Source: an optimization exercise on an open RTL-to-GDS flow (aim: small area, a short achievable clock period and few clock cycles). Production flows keep margins and buffers that such runs may drop.
Function was checked by simulation only, so behaviour that the tests miss may differ from the original.
No activity file was given, so power comes from the tool's default toggle rates.

$ cat flow/design.v
`timescale 1ns / 1ps
module conv_layer_sel8 (
    input  wire [7:0] d,
    input  wire [7:0] s,
    output wire       y
);
assign y = |(d & s);
endmodule
module conv_layer_nor2 (input wire a, input wire b, output wire y);
assign y = ~(a | b);
endmodule
module conv_layer_nand3 (input wire a, input wire b, input wire c, output wire y);
assign y = ~(a & b & c);
endmodule
module conv_layer_ready (
    input  wire       act, wl, wld, fin, ov, l2,
    input  wire [4:0] m,
    input  wire [8:0] nc,
    input  wire       rdy, start, weight_valid, input_valid, output_ready,
    output wire       rdy_n
);
wire taken  = input_valid & rdy;
wire finish = fin & ov & output_ready;
wire act_n  = start | (act & ~finish);
wire wl_n   = (wl | (wld & (m == 5'd8))) & ~finish;
wire fin_n  = (fin | (taken & (m == 5'd26) & (nc == 9'd511))) & ~finish;
wire ov_n   = l2 | (ov & ~output_ready);
wire m26_n  = wl & ((taken & (m == 5'd25)) | (~taken & (m == 5'd26)));
assign rdy_n = act_n & wl_n & ~fin_n & ~(ov_n & m26_n);
endmodule
module conv_layer #(
    parameter INPUT_CHANNELS = 3,
    parameter OUTPUT_CHANNELS = 32,
    parameter KERNEL_SIZE = 3,
    parameter INPUT_WIDTH = 4,
    parameter INPUT_HEIGHT = 4,
    parameter WEIGHT_BITS = 4,
    parameter ACTIVATION_BITS = 8
) (
    input wire clk,
    input wire rst_n,
    input wire [ACTIVATION_BITS-1:0] input_data,
    input wire input_valid,
    output wire input_ready,
    input wire [WEIGHT_BITS*256-1:0] weights_flat,
    input wire [7:0] weight_addr,
    input wire weight_valid,
    output wire [ACTIVATION_BITS-1:0] output_data,
    output wire output_valid,
    input wire output_ready,
    input wire start,
    output wire done,
    input wire [7:0] stride,
    input wire [7:0] padding,
    input wire [255:0] bias_flat
);
localparam TAPS = KERNEL_SIZE * KERNEL_SIZE;                   
localparam MACS = TAPS * INPUT_CHANNELS;                         
localparam NOUT = INPUT_WIDTH * INPUT_HEIGHT * OUTPUT_CHANNELS;  
reg        act;       
reg        wl;        
reg        wld;       
reg [4:0]  m;         
reg [8:0]  nc;        
reg        fin;       
reg        p1;        
reg        l1;        
reg        l2;        
reg        ov;        
reg        rdy;       
reg        done_r;
reg [WEIGHT_BITS-1:0]                 wsr [0:TAPS-1];
reg [ACTIVATION_BITS-1:0]             in_reg;
reg [ACTIVATION_BITS+1:0]             prl;      
reg [ACTIVATION_BITS+1:0]             prh;      
reg [15:0]                            acc;
reg [ACTIVATION_BITS-1:0]             out_reg;
wire wload   = act & ~wl & ~(wld & (m == TAPS-1)) & weight_valid;
wire taken   = input_valid & rdy;
wire last_in = taken & (m == MACS-1);
wire finish  = fin & ov & output_ready;
wire rdy_n;
conv_layer_ready u_ready (
    .act(act), .wl(wl), .wld(wld), .fin(fin), .ov(ov), .l2(l2), .m(m), .nc(nc),
    .rdy(rdy), .start(start), .weight_valid(weight_valid),
    .input_valid(input_valid), .output_ready(output_ready), .rdy_n(rdy_n)
);
always @(posedge clk or negedge rst_n) begin
    if (!rst_n) begin
        act    <= 1'b0;
        wl     <= 1'b0;
        wld    <= 1'b0;
        m      <= 5'd0;
        nc     <= 9'd0;
        fin    <= 1'b0;
        p1     <= 1'b0;
        l1     <= 1'b0;
        l2     <= 1'b0;
        ov     <= 1'b0;
        rdy    <= 1'b0;
        done_r <= 1'b0;
    end else begin
        act    <= start | (act & ~finish);
        wld    <= wload;
        p1     <= taken;
        l1     <= last_in;
        l2     <= l1;
        ov     <= l2 | (ov & ~output_ready);
        rdy    <= rdy_n;
        done_r <= finish;
        if (wld | taken) begin
            if ((wld & (m == TAPS-1)) | (m == MACS-1))
                m <= 5'd0;
            else
                m <= m + 5'd1;
        end
        if (finish)
            wl <= 1'b0;
        else if (wld & (m == TAPS-1))
            wl <= 1'b1;
        if (finish)
            fin <= 1'b0;
        else if (last_in & (nc == NOUT-1))
            fin <= 1'b1;
        if (last_in)
            nc <= nc + 9'd1;
    end
end
wire [7:0]  wlo = 8'd1 << weight_addr[2:0];
wire [31:0] whi = (32'd1 << weight_addr[7:3]) & {32{wload}};
wire wrot  = taken;
wire whold = ~(wld | taken);
wire [WEIGHT_BITS-1:0] w8_n;
reg  [4*WEIGHT_BITS-1:0] wpr;    
genvar b, g, e;
generate
    for (b = 0; b < WEIGHT_BITS; b = b + 1) begin : WB
        wire [31:0] gy;
        wire [3:0]  py;
        always @(posedge clk)
            wpr[4*b +: 4] <= py;
        for (g = 0; g < 32; g = g + 1) begin : WG
            wire [7:0] gd;
            for (e = 0; e < 8; e = e + 1) begin : WE
                assign gd[e] = weights_flat[WEIGHT_BITS*(8*g+e) + b];
            end
            conv_layer_sel8 u_g (.d(gd), .s(wlo), .y(gy[g]));
        end
        for (g = 0; g < 4; g = g + 1) begin : WP
            conv_layer_sel8 u_p (.d(gy[8*g +: 8]), .s(whi[8*g +: 8]), .y(py[g]));
        end
        wire n01, n23;
        wire q = ~((wsr[0][b] & wrot) | (wsr[TAPS-1][b] & whold));
        conv_layer_nor2  u_n01 (.a(wpr[4*b]),   .b(wpr[4*b+1]), .y(n01));
        conv_layer_nor2  u_n23 (.a(wpr[4*b+2]), .b(wpr[4*b+3]), .y(n23));
        conv_layer_nand3 u_w8  (.a(n01), .b(n23), .c(q), .y(w8_n[b]));
    end
endgenerate
wire [7:0] blo = 8'd1 << nc[6:4];
wire [3:0] bhi = 4'd1 << nc[8:7];
wire [7:0] bsel;
generate
    for (b = 0; b < 8; b = b + 1) begin : BB
        wire [3:0] gy;
        for (g = 0; g < 4; g = g + 1) begin : BG
            wire [7:0] gd;
            for (e = 0; e < 8; e = e + 1) begin : BE
                assign gd[e] = bias_flat[8*(8*g+e) + b];
            end
            conv_layer_sel8 u_g (.d(gd), .s(blo), .y(gy[g]));
        end
        assign bsel[b] = |(gy & bhi);
    end
endgenerate
wire [15:0] sum = acc + prl + {prh, 2'b00};
integer i;
always @(posedge clk) begin
    if (wld | taken) begin
        for (i = 0; i < TAPS-1; i = i + 1)
            wsr[i] <= wsr[i+1];
    end
    wsr[TAPS-1] <= w8_n;
    in_reg <= taken ? input_data : {ACTIVATION_BITS{1'b0}};
    prl <= in_reg * (wsr[TAPS-1][1:0] & {2{p1}});
    prh <= in_reg * (wsr[TAPS-1][3:2] & {2{p1}});
    if (l2 | ~act)
        acc <= {8'd0, bsel};
    else
        acc <= sum;
    if (l2)
        out_reg <= sum[15] ? {ACTIVATION_BITS{1'b0}} : sum[ACTIVATION_BITS-1:0];
end
assign input_ready  = rdy;
assign output_data  = out_reg;
assign output_valid = ov;
assign done         = done_r;
endmodule
$ cat flow/flow/run.sh
#!/bin/bash
# Standard ORFS layout, with every port buffered by the smallest buffer
# instead of the default clkdlybuf4s50_1, and pins one track apart so the
# die can be small. The clock pin is placed first, in the middle of the left
# edge, with no other pin within 6 um, since its wire uses wider spacing.
set -euo pipefail
export BUFFER_PORTS_ARGS="-buffer_cell sky130_fd_sc_hd__buf_1"
# die height from config.mk (DIE_AREA = 0 0 W H)
H=$(awk '/DIE_AREA/ {print $NF}' config.mk | tail -1)
Y=$(awk -v h="$H" 'BEGIN { k = int((h / 2 - 0.34) / 0.68); printf "%.2f", 0.34 + k * 0.68 }')
LO=$(awk -v y="$Y" 'BEGIN { printf "%.2f", y - 6 }')
HI=$(awk -v y="$Y" 'BEGIN { printf "%.2f", y + 6 }')
export CLK_PIN_Y="$Y"
export PRE_IO_PLACEMENT_TCL="$PWD/flow/pre_io.tcl"
export PLACE_PINS_ARGS="-min_distance 1 -min_distance_in_tracks -exclude left:${LO}-${HI}"
echo "die height $H, clk pin at y=$Y, excluded left:${LO}-${HI}" > run_info.log
bash standard.sh finish > standard.log 2>&1
$ cat flow/flow/pre_io.tcl
# Place the clock pin by itself before the other pins.
place_pin -pin_name clk -layer met3 -location [list 0 $::env(CLK_PIN_Y)] \
  -pin_size {0.8 0.3} -force_to_die_boundary
$ cat flow/standard.sh
#!/bin/bash
# synth_recipe.tcl (not shown) runs the flow's synth.tcl, then flattens the netlist and writes it again
# the make line also repeats each setting of config.mk as NAME=value (left out here)
make -C /OpenROAD-flow-scripts/flow DESIGN_CONFIG=/design/flow/config.mk WORK_HOME=/design/flow/orfs CLKGATE_MAP_FILE= SYNTH_SCRIPT=/design/flow/synth_recipe.tcl "${@:-finish}"
$ cat flow/config.mk
export PLATFORM = sky130hd
export DESIGN_NAME = conv_layer
export DESIGN_NICKNAME = conv_layer
export VERILOG_FILES = /design/flow/design.v
export SDC_FILE = /design/flow/constraint.sdc
export NUM_CORES = 4
export LEC_CHECK = 0
export CAP_MARGIN = 20
export CORE_AREA = 5 5 255 255
export DIE_AREA = 0 0 260 260
export SETUP_SLACK_MARGIN = 4.4
export SLEW_MARGIN = 20
export SYNTH_HIERARCHICAL = 1
$ cat flow/constraint.sdc
create_clock -name core_clock -period 7.0 [get_ports {clk}]
set_input_delay 1.4000 -clock core_clock [delete_from_list [all_inputs] [get_ports {clk}]]
set_output_delay 1.4000 -clock core_clock [all_outputs]
set_load 0.01 [all_outputs]
==> results of run 1 <==
per-module statistics from Yosys (local to each module, per instance):
| module | times used | area (µm²) | cells | flip-flops and latches |
|---|---|---|---|---|
| conv_layer_nand3 | 4 | 5.00 | 1 | 0 |
| conv_layer_ready | 1 | 119 | 19 | 0 |
| conv_layer | 1 | 6060 | 556 | 128 |
| conv_layer_nor2 | 8 | 3.75 | 1 | 0 |
| conv_layer_sel8 | 176 | 36.3 | 5 | 0 |
worst max-delay path, delay by kind of cell:
kind                   cells  cell delay [ns]
AOI/OAI and AO/OA          2             0.52
buffers and inverters      2             0.31
and+or+nand+nor            3             0.60
final cells by class:
| cell class | count | area (µm²) | area share |
|---|---|---|---|
| multi-input cells | 1300 | 10000 | 0.482 |
| repair buffers | 1370 | 5870 | 0.282 |
| flip-flops and latches | 128 | 3090 | 0.148 |
| well taps | 837 | 1050 | 0.0502 |
| clock buffers | 18 | 429 | 0.0206 |
| diodes | 57 | 143 | 0.00684 |
| clock inverters | 14 | 115 | 0.00552 |
| inverters | 27 | 105 | 0.00504 |
| repair inverters | 1 | 7.51 | 0.000360 |
per-layer routing:
metal  GRT usage  vias to the layer above
li1            -                     9339
met1       0.288                    10289
met2       0.455                     1962
met3      0.0879                      623
met4       0.227                        8
met5           0                        -
metrics by stage:
stage,worst slack (ns),cell area [µm²],cells,power (W),util
5_1_grt,4.36,20800,3747,0.00320,0.337
3_3_place_gp,2.87,18900,3625,0.00207,0.306
6_report,4.34,20800,3752,0.00303,0.337
3_5_place_dp,2.83,18900,3625,0.00208,0.306
4_1_cts,4.36,20100,3680,0.00300,0.325
2_1_floorplan,2.54,12700,1467,0.00154,-
logic make-up after synthesis:
kind of cell	synth area share
AOI/OAI and AO/OA	0.463
xor gates and xnor gates	0.0167
adders and majority gates	0.0522
buffers and inverters	0.0139
DFF	0.244
muxes	0.0176
and+or+nand+nor	0.192
cell usage in the layout, fill, tap and decap left out, types with 10 or more instances in the layout:
cell       count
a22oi_2       58
nor2_2        16
xor2_1        10
o21ai_0       19
and3_1        35
nand3_1       20
diode_2       57
dfrtp_1       21
nor3_1        15
edfxtp_1      40
fa_1          10
xnor2_1       14
dfxtp_1       64
a21oi_1       25
ha_1          34
inv_1         26
buf_4         24
buf_1       1306
nand2_1       36
a22oi_1      646
nor2_1        47
nand4_1      183
clkbuf_16     23
power breakdown:
part / switching, W / leakage [nW] / internal [W]
Clock: 0.000350 / 0.262 / 0.000486
Sequential: 0.000120 / 1.22 / 0.000957
Combinational: 0.000647 / 5.01 / 0.000472
worst paths after layout:
check,start,end,slack [ns]
min in group asynchronous,rst_n,done_r$_DFF_PN0_,0.95
max in group asynchronous,rst_n,p1$_DFF_PN0_,5.77
worst min register to register,l1$_DFF_PN0_,l2$_DFF_PN0_,0.35
worst max register to register,acc[2]$_DFF_P_,out_reg[5]$_SDFFCE_PP0P_,4.46
worst min-delay path,l1$_DFF_PN0_,l2$_DFF_PN0_,0.35
worst max-delay path,weight_addr[2],wpr[13]$_DFF_P_,4.34
what timing repair did:
action	in CTS	in global routing
pin swaps	22	28
setup buffers	10	7
gates cloned	13	8
gates resized for setup	74	98
endpoints found under the setup margin	68	70
endpoints found under the hold margin	0	0
==> results_dict.tcl, run 1 <==
set metrics [dict create \
    nFillCells 6959 \
    wl_met1_um 34600 \
    status "finished clean" \
    yosysSeqAreaShare 0.244 \
    fp.coreArea_um2 61800 \
    cts_inserted_buffers 17 \
    ios 1328 \
    area.growth.synth_to_final_pct 65.2 \
    maxSlewViolCount 0 \
    whs_ns 0.347 \
    cts_buffer_depth 2 \
    power_density_nw_per_um2 145 \
    antenna_found_initial 59 \
    synth.distinct_cells 63 \
    clock_sinks 128 \
    cts_tree "yes" \
    dr.pass1.iters 8 \
    drv_cap 0 \
    rsz0062_at_grt "true" \
    grt_max_degree 82 \
    slowest_stage "nand4_1" \
    worstHoldPathCells 0 \
    relSlewSlack 0.497 \
    yosysMostFrequentCell "a22oi_1" \
    htree_levels 4 \
    setup_viol 0 \
    synth_warnings 8 \
    clkTransAtPathRegs_ns 0.06 \
    finalHoldViolCount 0 \
    synth_nets 2831 \
    hpwl_um 80400 \
    ant_nets 0 \
    rows 91 \
    cts_root_buffer "clkbuf_16" \
    route.met3.wl_um 11800 \
    place.gp.congestion 1.05 \
    ys_ff_latch 128 \
    route.met2.wl_um 49200 \
    syn_inst 1467 \
    die_area_um2 67600 \
    highest_layer "met5" \
    worst_slew_pin_slew_ns 0.754 \
    hp-class "flop to flop" \
    crit_type "primary input to flop" \
    top_register "wsr" \
    period_needed_ns 2.66 \
    grt_pass1_wl_um 139000 \
    holdBufCountCts 0 \
    ys.flop_type "dfxtp_1" \
    async_flop_share 0.188 \
    min_period_over_period 0.380 \
    grt_pass1_vias 21331 \
    clock_skew_ns 0.0109 \
    endpoint_kind "flop" \
    finalNetCount 4209 \
    netlist_area_um2 12600 \
    wl_per_cell_um 28.5 \
    critPathMaxStageDelay_ns 0.30 \
    die_h_um 260 \
    synth-edff-count 40 \
    cp_cell_sequence "buf_6 -> and3_4 -> buf_12 -> a22oi_1 -> nand4_1 -> a22oi_1 -> nand4_1" \
    start_util 0.204 \
    drtIter0Drc 2460 \
    drc 0 \
    yosys.area.top_type "a22oi_1" \
    cp_data_required_time_ns 7.30 \
    drive_above_1_share 0.0843 \
    portBuffers 1312 \
    via_per_inst 5.92 \
    fmax_mhz 376 \
    r2r_cells 9 \
    synth.top_cell.area_share 0.419 \
    reg_top3 "wsr x36, acc x16, wpr x16" \
    yosys-top-cells-area "a22oi_1 (42%), dfxtp_1 (10%), edfxtp_1 (9.5%)" \
    grt.total_usage 0.276 \
    tns_ns 0 \
    crit_arrival_ns 2.96 \
    route.vias.total 22221 \
    wirelength_um 107000 \
    startpoint_type "primary input" \
    ir_drop_v 0.000149 \
    ys_top_cells_by_count "a22oi_1 (704), nand4_1 (183), nor2_1 (67), dfxtp_1 (64), edfxtp_1 (40)" \
    postSynthAreaPerCell_um2 8.60 \
    cp_max_fo 72 \
    power.static_leakage_nw 6.49 \
    grt.overflow.total 0 \
    insertion_delay_ns 0.43 \
    largest_register_ff_count 36 \
    die_w_um 260 \
]
Testbench counts, summed over its fixed seeds: cycles 166,062.
==> inputs of run 2 (changes only) <==
--- a/flow/config.mk
+++ b/flow/config.mk
@@ -9,4 +9,5 @@
 export CORE_AREA = 5 5 255 255
+export CTS_BUF_LIST = sky130_fd_sc_hd__clkbuf_8
 export DIE_AREA = 0 0 260 260
-export SETUP_SLACK_MARGIN = 4.4
+export SETUP_SLACK_MARGIN = 4.2
 export SLEW_MARGIN = 20
==> run 2 against run 1 <==
Effect of this change:
- worst setup slack got worse by 0.23 ns
- sequential cell count unchanged
- highest routed layer unchanged
- area after synthesis unchanged
- critical path type unchanged
- worst hold slack improved by 0.0089 ns
- largest cell class unchanged
==> results_dict.tcl, run 2 <==
set metrics [dict create \
    die_w_um 260 \
    finalHoldViolCount 0 \
    die_area_um2 67600 \
    largest_register_ff_count 36 \
    synth.top_cell.area_share 0.419 \
    status "finished clean" \
    ys.flop_type "dfxtp_1" \
    maxSlewViolCount 0 \
    min_period_over_period 0.412 \
    area.growth.synth_to_final_pct 56.2 \
    power.static_leakage_nw 6.15 \
    grt.overflow.total 0 \
    ant_nets 0 \
    netlist_area_um2 12600 \
    critPathMaxStageDelay_ns 0.55 \
    total_power_w 0.00274 \
    wirelength_um 99000 \
    use_met1 0.271 \
    rsz0062_at_grt "true" \
    relSlewSlack 0.348 \
    syn_inst 1467 \
    cts_tree "yes" \
    synth.distinct_cells 63 \
    reg_top3 "wsr x36, acc x16, wpr x16" \
    met2_usage 0.420 \
    crit_arrival_ns 3.22 \
    p_sw_w 0.00103 \
    period_needed_ns 2.88 \
    synth_nets 2831 \
    grt_util_met3 0.0884 \
    start_util 0.204 \
    holdBufCountCts 0 \
    antenna_found_initial 67 \
    clkPwrFrac 0.235 \
    ir_drop_v 0.000115 \
    cts_buffer_depth 2 \
    final_cell_mix "buf_1 (1304), a22oi_1 (700), nand4_1 (183)" \
    drc 0 \
    htree_levels 4 \
    place.gp.congestion 1.08 \
    cts_root_buffer "clkbuf_8" \
    comb_power_share 0.370 \
    endpoint_kind "flop" \
    grt_pass1_vias 21186 \
    crit_type "primary input to flop" \
    power_density_nw_per_um2 139 \
    drv_cap 0 \
    rows 91 \
    top_usage_layer "met2" \
    synth-edff-count 40 \
    final_common_cell "buf_1" \
    wl_per_cell_um 26.5 \
    ys_ff_latch 128 \
    grt.total_usage 0.261 \
    cp_data_required_time_ns 7.34 \
    cts_inserted_buffers 17 \
    top_register "wsr" \
    synth_warnings 8 \
    async_flop_share 0.188 \
    startpoint_type "primary input" \
    finalNetCount 4183 \
    worst_slew_pin_slew_ns 0.978 \
    ys_top_cells_by_count "a22oi_1 (704), nand4_1 (183), nor2_1 (67), dfxtp_1 (64), edfxtp_1 (40)" \
    insertion_delay_ns 0.46 \
    ios 1328 \
    yosys.area.top_type "a22oi_1" \
    cp_cell_sequence "clkbuf_4 -> nand2_2 -> nor2_4 -> buf_12 -> a22oi_1 -> nand4_1 -> a22oi_1 -> nand4_1" \
    dr.pass1.iters 8 \
    hp-class "flop to flop" \
    drtIter0Drc 2079 \
    fp.coreArea_um2 61800 \
    clkTransAtPathRegs_ns 0.08 \
    yosysSeqAreaShare 0.244 \
    clock_skew_ns 0.0142 \
    fmax_mhz 347 \
    swShare 0.375 \
    hpwl_um 79900 \
    die_h_um 260 \
    tns_ns 0 \
    seqPwrFrac 0.395 \
    portBuffers 1312 \
    grt_max_degree 97 \
    reg2reg_slack_ns 4.33 \
    postSynthAreaPerCell_um2 8.60 \
    grt_pass1_wl_um 134000 \
    p_int_w 0.00171 \
    yosysMostFrequentCell "a22oi_1" \
    nFillCells 7058 \
    via_per_inst 5.81 \
    setup_viol 0 \
    slowest_stage "a22oi_1" \
    cp_max_fo 77 \
    route.vias.total 21702 \
    yosys-top-cells-area "a22oi_1 (42%), dfxtp_1 (10%), edfxtp_1 (9.5%)" \
    drive_above_1_share 0.0448 \
    clock_sinks 128 \
]
[run 2: cell counts after synthesis]
No cell type changed its count.
[run 2: cell type report]
type / instances / area [µm²] / share of cell area
well taps: 837 / 1050 / 0.0531
clock inverters: 14 / 140 / 0.00711
inverters: 27 / 101 / 0.00514
multi-input cells: 1300 / 9570 / 0.486
flip-flops and latches: 128 / 3090 / 0.157
clock buffers: 18 / 248 / 0.0126
repair buffers: 1345 / 5350 / 0.271
diodes: 67 / 168 / 0.00851
[run 2: critical path: cells and delay by family]
kind	cells	cell delay (ns)
compound gates	2	0.74
buf+inv	2	0.40
simple gates	4	0.54
[run 2: path summary, 6_finish.rpt]
check / start / to / depth (start not counted)
max reg2reg: nc[6]$_DFFE_PN0P_ / acc[6]$_DFF_P_ / 7
min: l1$_DFF_PN0_ / l2$_DFF_PN0_ / 0
max: weight_addr[2] / wpr[13]$_DFF_P_ / 8
min reg2reg: l1$_DFF_PN0_ / l2$_DFF_PN0_ / 0
min in group asynchronous: rst_n / nc[0]$_DFFE_PN0P_ / 2
max in group asynchronous: rst_n / nc[5]$_DFFE_PN0P_ / 2
[run 2: per-module statistics from Yosys (local to each module, per instance)]
module | times used | area, µm²
conv_layer | 1 | 6060
conv_layer_nand3 | 4 | 5.00
conv_layer_nor2 | 8 | 3.75
conv_layer_ready | 1 | 119
conv_layer_sel8 | 176 | 36.3
[run 2: cells by family after synthesis]
family / count (synthesis) / synth area share
buf+inv: 44 / 0.0139
mux: 12 / 0.0176
xor+xnor: 24 / 0.0167
compound gates: 784 / 0.463
fa+ha+maj: 46 / 0.0522
flops: 128 / 0.244
simple gates: 429 / 0.192
[run 2: per-layer routing]
layer | routed length (µm) | up-vias | share of wire
li1 | - | 9295 | -
met5 | 50 | - | 0.00051
met2 | 45000 | 1808 | 0.45
met3 | 10800 | 589 | 0.11
met4 | 10500 | 8 | 0.11
met1 | 32600 | 10002 | 0.33
[run 2: power groups by stage]
stage | logic [W] | clock network, W | registers [W]
CTS | 0.00100 | 0.000671 | 0.00108
finish | 0.00101 | 0.000643 | 0.00108
detailed placement | 0.000984 | 0 | 0.00110
floorplan | 0.000501 | 0 | 0.00104
global route | 0.00111 | 0.000710 | 0.00110
global placement | 0.000972 | 0 | 0.00109
[run 2: repair_timing]
item,4_1_cts,5_1_grt
resized for setup,27,15
endpoints found under the hold margin,0,0
gates cloned,4,2
pin swaps,3,6
setup endpoints to repair,46,28
buffers inserted,5,1
[run 2: per-stage QoR]
stage / std cells / hold WS (ns) / setup slack [ns] / cell area [µm²] / utilization
5_1_grt: 3728 / 0.376 / 4.17 / 19700 / 0.318
3_3_place_gp: 3625 / 0.333 / 2.97 / 18900 / 0.306
3_5_place_dp: 3625 / 0.340 / 2.97 / 18900 / 0.306
2_1_floorplan: 1467 / 0.331 / 2.54 / 12700 / -
4_1_cts: 3666 / 0.359 / 4.21 / 19400 / 0.315
6_report: 3736 / 0.356 / 4.12 / 19700 / 0.319
==> inputs of run 3 (changes only) <==
--- a/flow/config.mk
+++ b/flow/config.mk
@@ -11,3 +11,3 @@
 export DIE_AREA = 0 0 260 260
-export SETUP_SLACK_MARGIN = 4.2
+export SETUP_SLACK_MARGIN = 4.4
 export SLEW_MARGIN = 20
==> run 3 against run 2 <==
Effect of this change:
- still clean
- clock skew fell by 0.0021 ns
- maximum frequency rose by 8.4%
- sequential share of layout area fell by 0.41 points
- cell area rose by 2.8%
- die area did not move
- via count rose by 2.0%
- global-route usage rose by 0.92 points
- final cell count rose by 0.24%
- register-to-register slack improved by 0.11 ns
- sequential cell count did not move
- sequential power barely moved
- core utilization rose by 0.90 points
- critical endpoint unchanged
- largest power group is now combinational cells
==> results_dict.tcl, run 3 <==
set metrics [dict create \
    ir_drop_v 0.000115 \
    rsz0062_at_grt "true" \
    synthAdderAreaFrac 0.0522 \
    portBuffers 1312 \
    power_density_nw_per_um2 136 \
    synth-simple-area-share 0.192 \
    finalNetCount 4200 \
    ant_nets 0 \
    netlist_area_um2 12600 \
    maxSlewViolCount 0 \
    yosysMostFrequentCell "a22oi_1" \
    area.growth.synth_to_final_pct 60.6 \
    drv_cap 0 \
    power.static_leakage_nw 6.28 \
    via_per_inst 5.91 \
    min_from "l1$_DFF_PN0_" \
    relSlewSlack 0.485 \
    cpLargestDelayFamily "simple AND/OR/NAND/NOR gates" \
    synth_nets 2831 \
    hpwl_um 80400 \
    start_util 0.204 \
    synth-compound-area-share 0.463 \
    die_h_um 260 \
    largest_register_ff_count 36 \
    cts_buffer_depth 2 \
    crit_arrival_ns 3.00 \
    drc 0 \
    nFillCells 7013 \
    r2r_cells 9 \
    cp_max_fo 72 \
    rows 91 \
    cp_cell_sequence "buf_6 -> and3_4 -> buf_12 -> a22oi_1 -> nand4_1 -> a22oi_1 -> nand4_1" \
    synth-edff-count 40 \
    wl_per_cell_um 27.7 \
    top_register "wsr" \
    die_area_um2 67600 \
    grt.total_usage 0.270 \
    grt_pass1_wl_um 137000 \
    ys.flop_type "dfxtp_1" \
    endpoint_kind "flop" \
    crit_type "primary input to flop" \
    r2r_start "prh[0]$_DFF_P_" \
    drive_above_1_share 0.0702 \
    fp.coreArea_um2 61800 \
    r2r-end "out_reg[4]$_SDFFCE_PP0P_" \
    synth_warnings 8 \
    insertion_delay_ns 0.46 \
    final_cell_mix "buf_1 (1306), a22oi_1 (669), nand4_1 (183)" \
    ios 1328 \
    hp-class "flop to flop" \
    async_flop_share 0.188 \
    die_w_um 260 \
    synth.top_cell.area_share 0.419 \
    yosys.area.top_type "a22oi_1" \
    syn_inst 1467 \
    grt_pass1_vias 21195 \
    preCtsSetupSlack_ns 2.83 \
    finalWorstSetupSlack_ns 4.34 \
    place.gp.congestion 1.05 \
    finalHoldViolCount 0 \
    ys_top_cells_by_count "a22oi_1 (704), nand4_1 (183), nor2_1 (67), dfxtp_1 (64), edfxtp_1 (40)" \
    tns_ns 0 \
    min_period_over_period 0.380 \
    reg2reg_slack_ns 4.44 \
    yosysSeqAreaShare 0.244 \
    dr.pass1.iters 6 \
    worstHoldPathCells 0 \
    synth_top_family_by_area "compound AO/OA/AOI/OAI gates" \
    total_power_w 0.00276 \
    cp_data_required_time_ns 7.34 \
    synth_xor_area_frac 0.0167 \
    route.vias.total 22143 \
    worst-path-buf-inv 2 \
    cts_inserted_buffers 17 \
    seqCellArea_um2 3090 \
    cts_root_buffer "clkbuf_8" \
    critPathMaxStageDelay_ns 0.31 \
    antenna_found_initial 60 \
    min_to "l2$_DFF_PN0_" \
    clock_skew_ns 0.0121 \
    clkTransAtPathRegs_ns 0.08 \
    worst_slew_pin_slew_ns 0.772 \
    startpoint_type "primary input" \
    muxShareOfSynthArea 0.0176 \
    final_common_cell "buf_1" \
    multi_input_area_um2 9850 \
    slowest_stage "nand4_1" \
    postSynthAreaPerCell_um2 8.60 \
    htree_levels 4 \
    drtIter0Drc 2398 \
    grt.overflow.total 0 \
    grt_max_degree 82 \
    synth.distinct_cells 63 \
    cts_tree "yes" \
    wirelength_um 104000 \
    reg_top3 "wsr x36, acc x16, wpr x16" \
    fmax_mhz 376 \
    setup_viol 0 \
    yosys-top-cells-area "a22oi_1 (42%), dfxtp_1 (10%), edfxtp_1 (9.5%)" \
    period_needed_ns 2.66 \
    clock_sinks 128 \
    status "finished clean" \
    ys_ff_latch 128 \
]
run 3: cell types whose count changed in the layout (fill, tap and decap cells not counted), moves of 4 or more:
cell,delta
a22oi_1,-31
diode_2,-8
nor3_2,+5
nor2_2,+10
a22oi_2,+31
inv_4,-4
nor3_1,-8
nor2_1,-11
clkinvlp_4,+5
run 3: worst max path at each step:
| stage | depth (start not counted) | end | startpoint |
|---|---|---|---|
| final | 7 | wpr[13]$_DFF_P_ | weight_addr[1] |
| after detailed placement | 8 | wpr[3]$_DFF_P_ | weight_addr[2] |
| after floorplan | 5 | wpr[0]$_DFF_P_ | weight_addr[1] |
| after CTS | 7 | wpr[3]$_DFF_P_ | weight_addr[0] |
| after global routing | 9 | out_reg[4]$_SDFFCE_PP0P_ | prl[2]$_DFF_P_ |
| after global placement | 8 | wpr[3]$_DFF_P_ | weight_addr[2] |
run 3: layer usage:
| layer | up-vias | wire, µm | share of wire | global-route usage |
|---|---|---|---|---|
| met2 | 1904 | 47900 | 0.46 | 0.446 |
| met1 | 10279 | 34400 | 0.33 | 0.284 |
| met5 | - | 55 | 0.00053 | 0 |
| met4 | 8 | 10200 | 0.098 | 0.217 |
| li1 | 9326 | - | - | - |
| met3 | 626 | 11100 | 0.11 | 0.0861 |
run 3: modules after synthesis, one instance, submodules excluded:
module            flip-flops and latches  copies in the design  cells  area [µm²]
conv_layer_nor2                        0                     8      1        3.75
conv_layer_ready                       0                     1     19         119
conv_layer                           128                     1    556        6060
conv_layer_sel8                        0                   176      5        36.3
conv_layer_nand3                       0                     4      1        5.00
run 3: report_power, final:
part | internal, W | total (W) | leakage [nW] | switching [W]
clock network | 0.000277 | 0.000598 | 0.179 | 0.000321
logic | 0.000459 | 0.00109 | 4.89 | 0.000626
registers | 0.000955 | 0.00107 | 1.22 | 0.000120
run 3: metrics by stage:
| step | utilization | instances | area [µm²] | hold slack, ns |
|---|---|---|---|---|
| after floorplan | - | 1467 | 12700 | 0.331 |
| after global placement | 0.306 | 3625 | 18900 | 0.333 |
| after detailed placement | 0.306 | 3625 | 18900 | 0.336 |
| after CTS | 0.318 | 3674 | 19700 | 0.353 |
| after global routing | 0.328 | 3738 | 20200 | 0.367 |
| final | 0.328 | 3745 | 20300 | 0.351 |
run 3: kinds of logic after synthesis:
logic type,count (synthesis)
flops,128
fa+ha+maj,46
buf+inv,44
simple gates,429
xor+xnor,24
mux,12
compound gates,784
run 3: layout make-up:
| cell class | count | area share |
|---|---|---|
| repair buffers | 1361 | 0.279 |
| well taps | 837 | 0.0517 |
| flip-flops and latches | 128 | 0.152 |
| diodes | 59 | 0.00728 |
| clock inverters | 15 | 0.00586 |
| clock buffers | 17 | 0.0115 |
| repair inverters | 1 | 0.000370 |
| multi-input cells | 1300 | 0.486 |
| inverters | 27 | 0.00519 |
run 3: timing repair:
item	in CTS	in global routing
resized for setup	55	75
pin swaps	13	26
gates cloned	10	3
setup endpoints to repair	68	55
hold buffers	0	0
buffers inserted	7	9
run 3: worst reg2reg max path, cell delays in order, from the launching register on:
cell	delay, ns
dfxtp_1	0.32
inv_1	0.05
fa_1	0.50
fa_2	0.39
and2b_2	0.27
o2111a_2	0.24
o211ai_4	0.11
a211oi_4	0.23
buf_6	0.17
nor3_2	0.05
==> inputs of run 4 (changes only) <==
--- a/flow/config.mk
+++ b/flow/config.mk
@@ -8,5 +8,5 @@
 export CAP_MARGIN = 20
-export CORE_AREA = 5 5 255 255
+export CORE_AREA = 5 5 245 245
 export CTS_BUF_LIST = sky130_fd_sc_hd__clkbuf_8
-export DIE_AREA = 0 0 260 260
+export DIE_AREA = 0 0 250 250
 export SETUP_SLACK_MARGIN = 4.4
==> run 4 against run 3 <==
Effect of this change:
- area after synthesis unchanged
- final cell count decreased by 2.1%
- sequential cell count unchanged
- die area decreased by 7.5%
==> results_dict.tcl, run 4 <==
set metrics [dict create \
    yosysMostFrequentCell "a22oi_1" \
    cp_cell_sequence "buf_8 -> nand2_4 -> nor2_4 -> buf_16 -> a22oi_2 -> nand4_1 -> a22oi_2 -> nand4_1" \
    grt.total_usage 0.283 \
    cts_inserted_buffers 17 \
    muxShareOfSynthArea 0.0176 \
    wirelength_um 99100 \
    period_needed_ns 2.72 \
    cts_buffer_depth 2 \
    whs_ns 0.359 \
    antenna_found_initial 46 \
    synth_warnings 8 \
    yosys-top-cells-area "a22oi_1 (42%), dfxtp_1 (10%), edfxtp_1 (9.5%)" \
    finalHoldViolCount 0 \
    finalNetCount 4204 \
    drive_above_1_share 0.0747 \
    synth-simple-area-share 0.192 \
    synth_xor_area_frac 0.0167 \
    final_common_cell "buf_1" \
    cpLargestDelayFamily "simple AND/OR/NAND/NOR gates" \
    cts_tree "yes" \
    startpoint_type "primary input" \
    die_w_um 250 \
    tns_ns 0 \
    syn_inst 1467 \
    synth_nets 2831 \
    synthAdderAreaFrac 0.0522 \
    synth.top_cell.area_share 0.419 \
    grt.overflow.total 0 \
    ant_nets 0 \
    insertion_delay_ns 0.44 \
    total_power_w 0.00280 \
    nFillCells 6278 \
    ys.flop_type "dfxtp_1" \
    synth-compound-area-share 0.463 \
    drv_cap 0 \
    final_cell_mix "buf_1 (1304), a22oi_1 (667), nand4_1 (183)" \
    grt_pass1_vias 21395 \
    via_per_inst 6.02 \
    route.vias.total 22076 \
    fp.coreArea_um2 57400 \
    htree_levels 4 \
    clkTransAtPathRegs_ns 0.08 \
    die_area_um2 62500 \
    relSlewSlack 0.499 \
    maxSlewViolCount 0 \
    top_register "wsr" \
    critPathMaxStageDelay_ns 0.33 \
    postSynthAreaPerCell_um2 8.60 \
    portBuffers 1312 \
    hp-class "flop to flop" \
    netlist_area_um2 12600 \
    die_h_um 250 \
    dr.pass1.iters 6 \
    slowest_stage "nand4_1" \
    seqCellArea_um2 3090 \
    worst_slew_pin_slew_ns 0.751 \
    wl_per_cell_um 27.0 \
    drc 0 \
    crit_arrival_ns 3.04 \
    place.gp.congestion 1.08 \
    ir_drop_v 0.000105 \
    grt_max_degree 91 \
    synth_top_family_by_area "compound AO/OA/AOI/OAI gates" \
    start_util 0.220 \
    hpwl_um 75600 \
    cp_max_fo 90 \
    drtIter0Drc 2598 \
    reg_top3 "wsr x36, acc x16, wpr x16" \
    multi_input_area_um2 9880 \
    yosysSeqAreaShare 0.244 \
    rsz0062_at_grt "true" \
    worst-path-buf-inv 2 \
    ys_top_cells_by_count "a22oi_1 (704), nand4_1 (183), nor2_1 (67), dfxtp_1 (64), edfxtp_1 (40)" \
    fmax_mhz 368 \
    holdBufCountCts 0 \
    power.static_leakage_nw 6.37 \
    cts_root_buffer "clkbuf_8" \
    rows 88 \
    yosys.area.top_type "a22oi_1" \
    min_period_over_period 0.388 \
    clock_sinks 128 \
    synth-edff-count 40 \
    largest_register_ff_count 36 \
    synth.distinct_cells 63 \
    ios 1328 \
    crit_type "primary input to flop" \
    ys_ff_latch 128 \
    clock_skew_ns 0.0146 \
    setup_viol 0 \
    async_flop_share 0.188 \
    cp_data_required_time_ns 7.32 \
    area.growth.synth_to_final_pct 60.7 \
    status "finished clean" \
    grt_pass1_wl_um 136000 \
    power_density_nw_per_um2 138 \
    endpoint_kind "flop" \
]
[run 4: cell count changes in the layout (fill, tap and decap cells not counted), moves of 3 or more]
cell,change
nor2_4,+3
diode_2,-10
nor2_2,-6
clkinv_4,+3
clkinvlp_4,-5
buf_16,+3
nor2_1,+5
[run 4: path summary, 6_finish.rpt]
check / startpoint / end / slack, ns / cells past startpoint
hold reg to reg: l1$_DFF_PN0_ / l2$_DFF_PN0_ / 0.36 / 0
setup reg to reg: prl[2]$_DFF_P_ / out_reg[6]$_SDFFCE_PP0P_ / 4.42 / 9
min in group asynchronous: rst_n / nc[2]$_DFFE_PN0P_ / 0.92 / 2
max in group asynchronous: rst_n / p1$_DFF_PN0_ / 5.82 / 2
hold / removal: l1$_DFF_PN0_ / l2$_DFF_PN0_ / 0.36 / 0
setup / recovery: weight_addr[1] / wpr[0]$_DFF_P_ / 4.28 / 8
[run 4: Yosys stat by module, one instance, submodules excluded]
module            times used  flip-flops and latches  cells  area, µm²
conv_layer_sel8          176                       0      5       36.3
conv_layer_nand3           4                       0      1       5.00
conv_layer                 1                     128    556       6060
conv_layer_ready           1                       0     19        119
conv_layer_nor2            8                       0      1       3.75
[run 4: cell families after synthesis]
logic type                 Yosys count
AOI/OAI and AO/OA                  784
xor gates and xnor gates            24
adders and majority gates           46
buffers and inverters               44
DFF                                128
muxes                               12
and+or+nand+nor                    429
[run 4: worst register-to-register path: cells and delay by family (launching register included)]
| kind | cells | cell delay (ns) |
|---|---|---|
| AOI/OAI and AO/OA | 3 | 0.57 |
| adders and majority gates | 2 | 0.91 |
| buffers and inverters | 2 | 0.21 |
| DFF | 1 | 0.33 |
| and+or+nand+nor | 2 | 0.33 |
[run 4: final cells by class]
cell class,count,area share
multi-input cells,1302,0.487
repair buffers,1364,0.282
flip-flops and latches,128,0.153
well taps,765,0.0472
clock buffers,18,0.0122
clock inverters,14,0.00759
diodes,49,0.00605
inverters,27,0.00500
[run 4: where the power goes]
group	total, W	internal, W	switching (W)
Sequential	0.00107	0.000956	0.000116
Combinational	0.00107	0.000459	0.000611
Clock	0.000657	0.000332	0.000326
Total	0.00280	0.00175	0.00105
[run 4: stage by stage]
stage               utilization  worst slack [ns]  instance area (µm²)  instances
global route              0.353              4.32                20200       3654
floorplan                     -              2.54                12700       1467
global placement          0.327              2.84                18800       3553
CTS                       0.344              4.36                19700       3608
detailed placement        0.327              2.84                18800       3553
finish                    0.354              4.28                20300       3667
[run 4: what timing repair did]
action / CTS / global route
pin swaps: 14 / 30
gates resized for setup: 67 / 82
cloned: 11 / 3
endpoints found under the setup margin: 26 / 73
setup buffers: 12 / 7
[run 4: routing by layer]
layer,global-route usage,vias to the layer above,part of all wire
li1,-,9316,-
met2,0.455,1980,0.45
met4,0.225,8,0.10
met3,0.100,667,0.11
met1,0.300,10105,0.33
met5,0.000772,-,0.00050

-- port drivers added, routing unchanged --
How much do the figures lean on ideal ports? The routed layouts below were timed once more, with nothing changed but the port constraints. Step 1 assumes that a clkbuf_16 drives the clock port and a buf_2 every other input. Step 2 adds t to the input delays and takes it off the output delays; t is the mean of the earliest and latest rising clock arrival at the registers after step 1. Input paths then give back, and output paths get back, about the clock's delay inside the block. Slacks: ideal ports / drivers / drivers and shift; pairs: ideal ports / drivers.
run | shift t [ns] | slack for setup (ns) | hold WS [ns] | worst setup path at the end
run 1 | 0.470 | 4.342 / 4.309 / 3.840 | 0.347 / 0.347 / 0.347 | input to register
run 2 | 0.496 | 4.117 / 4.105 / 3.609 | 0.356 / 0.356 / 0.356 | input to register
run 3 | 0.492 | 4.340 / 4.308 / 3.816 | 0.351 / 0.351 / 0.351 | input to register
run 4 | 0.484 | 4.283 / 4.257 / 3.773 | 0.359 / 0.359 / 0.359 | input to register
After both steps every run listed still meets setup and hold. For run 3, which loses most, drivers alone change the setup slack by -0.032 ns; drivers and shift together by -0.524 ns.
